This is an optimization exercise on Yosys and OpenROAD, whose aim is small area, not a production implementation. At most, simulation tests tie the RTL to the original design; equivalence was not proved. Power is estimated from default activity; no workload was simulated.

== wip/willow ==
==> flow/design.v <==
module CPU(
    input [0:0] clk,
    input [0:0] reset,
    input [15:0] in,
    output [15:0] out,
    output [7:0] imem_addr,
    input [15:0] imem_data,
    output [7:0] dmem_addr,
    output [15:0] dmem_wdata,
    output dmem_we,
    input [15:0] dmem_rdata
);
reg [15:0] pc;       
reg [15:0] fpc;      
reg [15:0] ir;       
reg        v;        
reg        lz;       
reg [15:0] A, B;     
reg [15:3] irE;      
reg [2:0]  opE;      
reg [15:0] resM;     
reg [15:0] dM;       
reg [2:0]  rdM;
reg        rwM, mwM, msM, jalM;
reg [15:0] valW;     
reg [2:0]  rdW;
reg        rwW;
reg [15:0] rf [1:7];  
wire [2:0] opD  = ir[2:0];
wire [2:0] rs1D = ir[8:6];
wire [2:0] rs2D = ir[11:9];
wire [2:0] rdD  = ir[5:3];
wire isJalD = (opD == 3'd6);
wire isJrD  = (opD == 3'd7);
wire useRd  = (opD == 3'd3) || isJrD;
wire [2:0] rbD = useRd ? rdD : rs2D;
wire [15:0] inc = pc + 16'd2;
wire byA = !isJalD && rs1D != 3'd0 && rs1D == rdW && rwW;
wire byB = !isJrD  && rbD  != 3'd0 && rbD  == rdW && rwW;
reg [15:0] ra, rb;
integer k;
always @(*) begin
    ra = (fpc & {16{isJalD}}) | (valW & {16{byA}});
    rb = valW & {16{byB}};
    for (k = 1; k < 8; k = k + 1) begin
        ra = ra | (rf[k] & {16{rs1D == k && !isJalD && !byA}});
        rb = rb | (rf[k] & {16{rbD == k && !byB}});
    end
end
wire c1f = (rs1D != 3'd0) && ((rs1D == rdM && rwM) || (rs1D == rdW && rwW));
wire c2f = (rs2D != 3'd0) && ((rs2D == rdM && rwM) || (rs2D == rdW && rwW));
wire [15:0] c1 = c1f ? valW : ra;
wire [15:0] c2 = c2f ? valW : rb;
wire take = v && (opD[2] && (opD[1] || (opD[0] ? (c1 < c2) : (c1 == c2))));
wire [15:0] immB = isJalD ? {{5{ir[15]}}, ir[15:6], 1'b0}
                          : {{8{ir[15]}}, ir[15:12], ir[5:3], 1'b0};
wire [15:0] tgt;
ripple_add #(16) tgt_add (.a(fpc), .b(immB), .ci(1'b0), .s(tgt));
wire selJr  = !reset && take && isJrD;
wire selTgt = !reset && take && !isJrD;
wire selInc = !reset && !take;
always @(posedge clk) begin
    pc  <= (rb & {16{selJr}}) | (tgt & {16{selTgt}}) | (inc & {16{selInc}});
    fpc <= pc;
end
assign imem_addr = pc[8:1];
always @(posedge clk) begin
    ir <= imem_data;
    v  <= ~reset;
    lz <= ~v;
end
always @(posedge clk) begin
    A   <= ra;
    B   <= rb;
    irE <= {ir[15], ir[14] | ~v, ir[13:10], isJalD ? ~lz : ir[9], ir[8:6], ir[5:3] & {3{v}}};
    opE <= opD & {3{v}};
end
wire isR   = (opE == 3'd0);
wire isI   = (opE == 3'd1);
wire isL   = (opE == 3'd2);
wire isS   = (opE == 3'd3);
wire isBr  = (opE == 3'd4) || (opE == 3'd5);
wire isJal = (opE == 3'd6);
wire isJr  = (opE == 3'd7);
wire rwE   = isR || isI || isL || isJal;
wire msE   = !(isR || isI || isJal);    
wire [2:0] rs1E = irE[8:6];
wire [2:0] rs2E = irE[11:9];
wire [2:0] rdE  = irE[5:3];
wire [2:0] rsBE = isS ? rdE : rs2E;
wire mA = !isJal && rs1E != 3'd0 && rs1E == rdM && rwM;
wire wA = !isJal && rs1E != 3'd0 && rs1E == rdW && rwW && rs1E != rdM;
wire mAv = mA && !jalM;
wire nA = !mA && !wA;
wire [15:0] Af = (resM & {16{mAv}}) | (valW & {16{wA}}) | (A & {16{nA}});
wire mB = !isS && rsBE != 3'd0 && rsBE == rdM && rwM;
wire wB = rsBE != 3'd0 && rsBE == rdW && rwW && (isS || rsBE != rdM);
wire mBv = mB && !jalM;
wire nB = !mB && !wB;
wire [15:0] Bf = (resM & {16{mBv}}) | (valW & {16{wB}}) | (B & {16{nB}});
wire [15:0] imm = isI   ? {{11{irE[13]}}, irE[13:9]} :
                  isJal ? {14'd0, irE[9], 1'b0} :
                  isBr  ? {{8{irE[15]}}, irE[15:12], irE[5:3], 1'b0} :
                          {{9{irE[15]}}, irE[15:9]};
wire [15:0] bin = isR ? Bf : imm;
wire [3:0] func = irE[15:12];
wire sub = (isR && func == 4'd1) || isBr;
wire [15:0] sum;
ripple_add #(16) alu_add (.a(Af), .b(bin ^ {16{sub}}), .ci(sub), .s(sum));
wire shr = irE[15];
wire [15:0] shin, shout, shrev;
genvar gi;
generate
    for (gi = 0; gi < 16; gi = gi + 1) begin : rev
        assign shin[gi]  = shr ? Af[15 - gi] : Af[gi];
        assign shrev[gi] = shout[15 - gi];
    end
endgenerate
assign shout = shin << irE[12:9];
wire opSum = (isR && func[3:1] == 3'd0) || (isI && irE[15:14] == 2'd0) ||
             isL || isS || isBr || isJal;
wire opOr  = isR && func == 4'd2;
wire opAnd = isR && func == 4'd3;
wire opXor = isI && irE[15:14] == 2'd3;
wire opShl = isI && irE[15:14] == 2'd1 && !irE[13];
wire opShr = isI && irE[15:14] == 2'd2 && !irE[13];
wire logAnd = opAnd || opOr;
wire logXor = opOr || opXor;
wire [15:0] alu = (sum   & {16{opSum}}) |
                  ((Af & bin) & {16{logAnd}}) |
                  ((Af ^ bin) & {16{logXor}}) |
                  (shout & {16{opShl}}) |
                  (shrev & {16{opShr}});
always @(posedge clk) begin
    resM <= alu;
    dM   <= Bf;
    rdM  <= rdE;
    msM  <= msE;
    jalM <= isJal;
    rwM  <= ~reset & rwE;
    mwM  <= ~reset & isS;
end
wire z = (resM == 16'd0);
wire fwdM = rdM != 3'd0 && rdM == rdW && rwW;
wire [15:0] sdata = fwdM ? valW : dM;
assign dmem_addr  = resM[8:1];
assign dmem_we    = mwM;
assign dmem_wdata = sdata & {16{~z}};
assign out        = sdata & {16{z && mwM}};
wire selIn  = msM && z;
wire selMem = msM && !z;
always @(posedge clk) begin
    valW <= (in & {16{selIn}}) | (dmem_rdata & {16{selMem}}) | (resM & {16{!msM}});
    rdW  <= rdM;
    rwW  <= rwM;
end
generate
    for (gi = 1; gi < 8; gi = gi + 1) begin : regs
        always @(posedge clk) begin
            if (reset) rf[gi] <= 16'd0;
            else if (rwW && rdW == gi) rf[gi] <= valW;
        end
    end
endgenerate
endmodule
module ripple_add #(parameter W = 16) (
    input [W-1:0] a,
    input [W-1:0] b,
    input ci,
    output [W-1:0] s
);
wire [W:0] c;
assign c[0] = ci;
genvar i;
generate
    for (i = 0; i < W; i = i + 1) begin : bit_
        assign s[i] = a[i] ^ b[i] ^ c[i];
        assign c[i+1] = (a[i] & b[i]) | (c[i] & (a[i] ^ b[i]));
    end
endgenerate
endmodule
Settings: LEC_CHECK=0, ABC_AREA=1, CAP_MARGIN=20, CORE_MARGIN=2, CORE_UTILIZATION=40, CTS_BUF_LIST=sky130_fd_sc_hd__clkbuf_8, CTS_CLUSTER_DIAMETER=50, CTS_CLUSTER_SIZE=20, SLEW_MARGIN=20; clock period 14.0 ns.
run.sh (not shown) runs the stock make flow with config.mk's settings and CLKGATE_MAP_FILE= SYNTH_SCRIPT=/design/flow/synth_recipe.tcl, a recipe that flattens the netlist after the stock synthesis.
Setup changes, wip/willow to wip/pepper
--- a/flow/design.v
+++ b/flow/design.v
@@ -31,23 +31,21 @@
 wire [2:0] rs2D = ir[11:9];
 wire [2:0] rdD  = ir[5:3];
 wire isJalD = (opD == 3'd6);
 wire isJrD  = (opD == 3'd7);
 wire useRd  = (opD == 3'd3) || isJrD;
 wire [2:0] rbD = useRd ? rdD : rs2D;
-wire [15:0] inc = pc + 16'd2;
-wire byA = !isJalD && rs1D != 3'd0 && rs1D == rdW && rwW;
-wire byB = !isJrD  && rbD  != 3'd0 && rbD  == rdW && rwW;
+wire [15:0] inc = pc + {14'd0, ~(lz && v && isJalD), 1'b0};
 reg [15:0] ra, rb;
 integer k;
 always @(*) begin
-    ra = (fpc & {16{isJalD}}) | (valW & {16{byA}});
-    rb = valW & {16{byB}};
+    ra = inc & {16{isJalD}};
+    rb = 16'd0;
     for (k = 1; k < 8; k = k + 1) begin
-        ra = ra | (rf[k] & {16{rs1D == k && !isJalD && !byA}});
-        rb = rb | (rf[k] & {16{rbD == k && !byB}});
+        ra = ra | (rf[k] & {16{rs1D == k && !isJalD}});
+        rb = rb | (rf[k] & {16{rbD == k}});
     end
 end
 wire c1f = (rs1D != 3'd0) && ((rs1D == rdM && rwM) || (rs1D == rdW && rwW));
 wire c2f = (rs2D != 3'd0) && ((rs2D == rdM && rwM) || (rs2D == rdW && rwW));
 wire [15:0] c1 = c1f ? valW : ra;
 wire [15:0] c2 = c2f ? valW : rb;
@@ -56,26 +54,26 @@
                           : {{8{ir[15]}}, ir[15:12], ir[5:3], 1'b0};
 wire [15:0] tgt;
 ripple_add #(16) tgt_add (.a(fpc), .b(immB), .ci(1'b0), .s(tgt));
 wire selJr  = !reset && take && isJrD;
 wire selTgt = !reset && take && !isJrD;
 wire selInc = !reset && !take;
-always @(posedge clk) begin
+always @(negedge clk) begin
     pc  <= (rb & {16{selJr}}) | (tgt & {16{selTgt}}) | (inc & {16{selInc}});
     fpc <= pc;
 end
-assign imem_addr = pc[8:1];
+assign imem_addr = fpc[8:1];
 always @(posedge clk) begin
     ir <= imem_data;
     v  <= ~reset;
     lz <= ~v;
 end
 always @(posedge clk) begin
     A   <= ra;
     B   <= rb;
-    irE <= {ir[15], ir[14] | ~v, ir[13:10], isJalD ? ~lz : ir[9], ir[8:6], ir[5:3] & {3{v}}};
+    irE <= {ir[15], ir[14] | ~v, ir[13:6], ir[5:3] & {3{v}}};
     opE <= opD & {3{v}};
 end
 wire isR   = (opE == 3'd0);
 wire isI   = (opE == 3'd1);
 wire isL   = (opE == 3'd2);
 wire isS   = (opE == 3'd3);
@@ -96,18 +94,18 @@
 wire mB = !isS && rsBE != 3'd0 && rsBE == rdM && rwM;
 wire wB = rsBE != 3'd0 && rsBE == rdW && rwW && (isS || rsBE != rdM);
 wire mBv = mB && !jalM;
 wire nB = !mB && !wB;
 wire [15:0] Bf = (resM & {16{mBv}}) | (valW & {16{wB}}) | (B & {16{nB}});
 wire [15:0] imm = isI   ? {{11{irE[13]}}, irE[13:9]} :
-                  isJal ? {14'd0, irE[9], 1'b0} :
+                  isJal ? {{5{irE[15]}}, irE[15:6], 1'b0} :
                   isBr  ? {{8{irE[15]}}, irE[15:12], irE[5:3], 1'b0} :
                           {{9{irE[15]}}, irE[15:9]};
 wire [15:0] bin = isR ? Bf : imm;
 wire [3:0] func = irE[15:12];
-wire sub = (isR && func == 4'd1) || isBr;
+wire sub = (isR && func == 4'd1) || isJal || isBr;
 wire [15:0] sum;
 ripple_add #(16) alu_add (.a(Af), .b(bin ^ {16{sub}}), .ci(sub), .s(sum));
 wire shr = irE[15];
 wire [15:0] shin, shout, shrev;
 genvar gi;
 generate
@@ -153,13 +151,13 @@
     valW <= (in & {16{selIn}}) | (dmem_rdata & {16{selMem}}) | (resM & {16{!msM}});
     rdW  <= rdM;
     rwW  <= rwM;
 end
 generate
     for (gi = 1; gi < 8; gi = gi + 1) begin : regs
-        always @(posedge clk) begin
+        always @(negedge clk) begin
             if (reset) rf[gi] <= 16'd0;
             else if (rwW && rdW == gi) rf[gi] <= valW;
         end
     end
 endgenerate
 endmodule
[summary]
Share of the core filled with cells is lower on wip/willow
| hold slack | wip/pepper vs wip/willow | 0.0059 ns lower |
Comparing wip/pepper with wip/willow, the sequential share of layout area came out essentially unchanged.
Going from wip/willow to wip/pepper, sequential share of power -0.3 points, width of the die -1.8%, reported leakage power +7.5%, share of cell area taken by multi-input logic gates -1.7 points.
On starting DRC count in detailed routing, wip/willow beats wip/pepper.
In summary, wip/pepper completed successfully, with a layout that passed the timing, design-rule and antenna checks.
Function not checked in wip/willow: the RTL went through the layout flow alone.
